From an optimization exercise on the open Yosys and OpenROAD flow, aimed at small area; shortcuts taken in it are not production practice.
Function was checked by simulation only, so behaviour that the tests miss may differ from the original.
Power figures rest on the tool's default switching activity, not on a simulated workload.

Design qpu_exec, start of the top module:
module qpu_exec(
  input  clk,
  input  rst_n,
  input  i_valid,
  input  [31:0] i_ir,
  input  [31:0] i_pc,
  input  i_prdt_taken,
  input  [31:0] i_rs1,
  input  [31:0] i_rs2,
  input  [15:0] i_time,
  input  [11:0] i_qmr,
  input  [131:0] i_edata,
  input  [13:0] i_oprand,
  input  [47:0] i_tqgl_pre,
  input  [47:0] i_tqgl_cur,
  input  cmt_ready,
  input  cwbck_ready,
  input  qcwbck_ready,
  input  twbck_ready,
  input  ewbck_ready,
  output [5:0] o_rs1idx,
  output [5:0] o_rs2idx,
  output o_rs1en,
  output o_rs2en,
  output o_rs1x0,
  output o_rs2x0,
  output o_tqg,
  output o_bxx,
  output [31:0] o_bjp_imm,
  output o_ready,
  output cmt_valid,
  output [31:0] cmt_pc,
  output [31:0] cmt_imm,
  output cmt_bjp,
  output cmt_bjp_prdt,
  output cmt_bjp_rslv,
  output cwbck_valid,
  output [31:0] cwbck_data,
  output [5:0] cwbck_rdidx,
  output qcwbck_valid,
  output [31:0] qcwbck_data,
  output [5:0] qcwbck_rdidx,
  output twbck_valid,
  output [15:0] twbck_data,
  output ewbck_valid,
  output [131:0] ewbck_data,
  output [13:0] ewbck_oprand,
  output [47:0] ewbck_tqgl
  );
  wire [31:0] ir = i_ir;
  wire [4:0]  n_opc    = ir[4:0];
  wire [2:0]  n_f3     = ir[31:29];
  wire        n_q      = ir[0];
  wire        n_branch = (n_opc == 5'b11000);
  wire        n_opimm  = (n_opc == 5'b00010);
  wire        n_op     = (n_opc == 5'b01010);
  wire        n_qwait  = (n_opc == 5'b10010);
  wire        n_fmr    = (n_opc == 5'b11010);
  wire        n_smis   = (n_opc == 5'b00110);
  wire        n_meas   = &ir[9:1];            
  wire        n_pinz   = |n_f3;               
  wire n_arith = n_op | n_opimm;
  wire n_xor   = n_arith & (n_f3 == 3'd1);
  wire n_or    = n_arith & (n_f3 == 3'd2);
  wire n_and   = n_arith & (n_f3 == 3'd3);
  wire n_sub   = (n_op & (n_f3 == 3'd4)) | n_branch;
  wire [31:0] n_i_imm = {{18{ir[28]}}, ir[28:15]};
  wire [31:0] n_m_imm = {{10{ir[31]}}, ir[31:24], ir[14:10], ir[23:15]};
  wire [31:0] n_w_imm = {{5{ir[31]}}, ir[31:29], ir[9:5], ir[28:24], ir[14:10], ir[23:15]};
  ...
Size: roughly 1700 cells after synthesis, about 260 flip-flops, ~820 I/O pins, ~0.014 mm2 of cells after synthesis.
Settings: LEC_CHECK=0, CAP_MARGIN=20, CORE_AREA=5 5 285 285, CTS_BUF_LIST=sky130_fd_sc_hd__clkbuf_4, CTS_CLUSTER_SIZE=20, DIE_AREA=0 0 290 290, SLEW_MARGIN=20; clock period 12.0 ns.
standard.sh (not shown) runs the stock make flow with config.mk's settings and CLKGATE_MAP_FILE= SYNTH_SCRIPT=/design/flow/synth_recipe.tcl, a recipe that flattens the netlist after the stock synthesis.
==> flow/flow/run.sh <==
#!/bin/bash
set -euo pipefail
export BUFFER_PORTS_ARGS="-buffer_cell sky130_fd_sc_hd__buf_1"
bash standard.sh > standard.log 2>&1
Edit:
==> flow/run.sh (new file) <==
#!/bin/bash
# synth_recipe.tcl (not shown) runs the flow's synth.tcl, then flattens the netlist and writes it again
# the make line also repeats each setting of config.mk as NAME=value (left out here)
make -C /OpenROAD-flow-scripts/flow DESIGN_CONFIG=/design/flow/config.mk WORK_HOME=/design/flow/orfs CLKGATE_MAP_FILE= SYNTH_SCRIPT=/design/flow/synth_recipe.tcl finish
--- a/flow/config.mk
+++ b/flow/config.mk
@@ -9,4 +9,2 @@
 export CORE_AREA = 5 5 285 285
-export CTS_BUF_LIST = sky130_fd_sc_hd__clkbuf_4
-export CTS_CLUSTER_SIZE = 20
 export DIE_AREA = 0 0 290 290
removed: flow/flow/run.sh
removed: flow/standard.sh
After rerunning:
- sequential power is about the same
- final cell count is lower by a few percent
- setup slack got worse by 0.19 ns
- wire length is higher by a few percent
- flip-flop and latch count stays the same
- synthesized area does not change

-- port drivers added, routing unchanged --
The flow's constraints put no driver on any port. The routed layouts listed below were extracted and timed again, unchanged, in two steps. Step 1, drivers: a clkbuf_16 drives clk and a buf_2 each remaining input, both assumed. Step 2 adds t to the input delays and takes it off the output delays; t is the mean of the earliest and latest rising clock arrival at the registers after step 1. Input paths then give back, and output paths get back, about the clock's delay inside the block. a / b / c = no drivers / after step 1 / after step 2; a / b = the first two.
| run | t (ns) | setup WS [ns] | latest minus earliest clock arrival (ns) |
|---|---|---|---|
| the first run | 0.825 | 4.204 / 4.234 / 3.410 | 0.084 / 0.083 |
| the second run | 0.643 | 4.016 / 4.031 / 3.388 | 0.028 / 0.028 |
After both steps setup and hold are still met in every run listed. The setup slack of the first run, which loses most, moves by +0.030 ns with the drivers and by -0.794 ns with both steps.
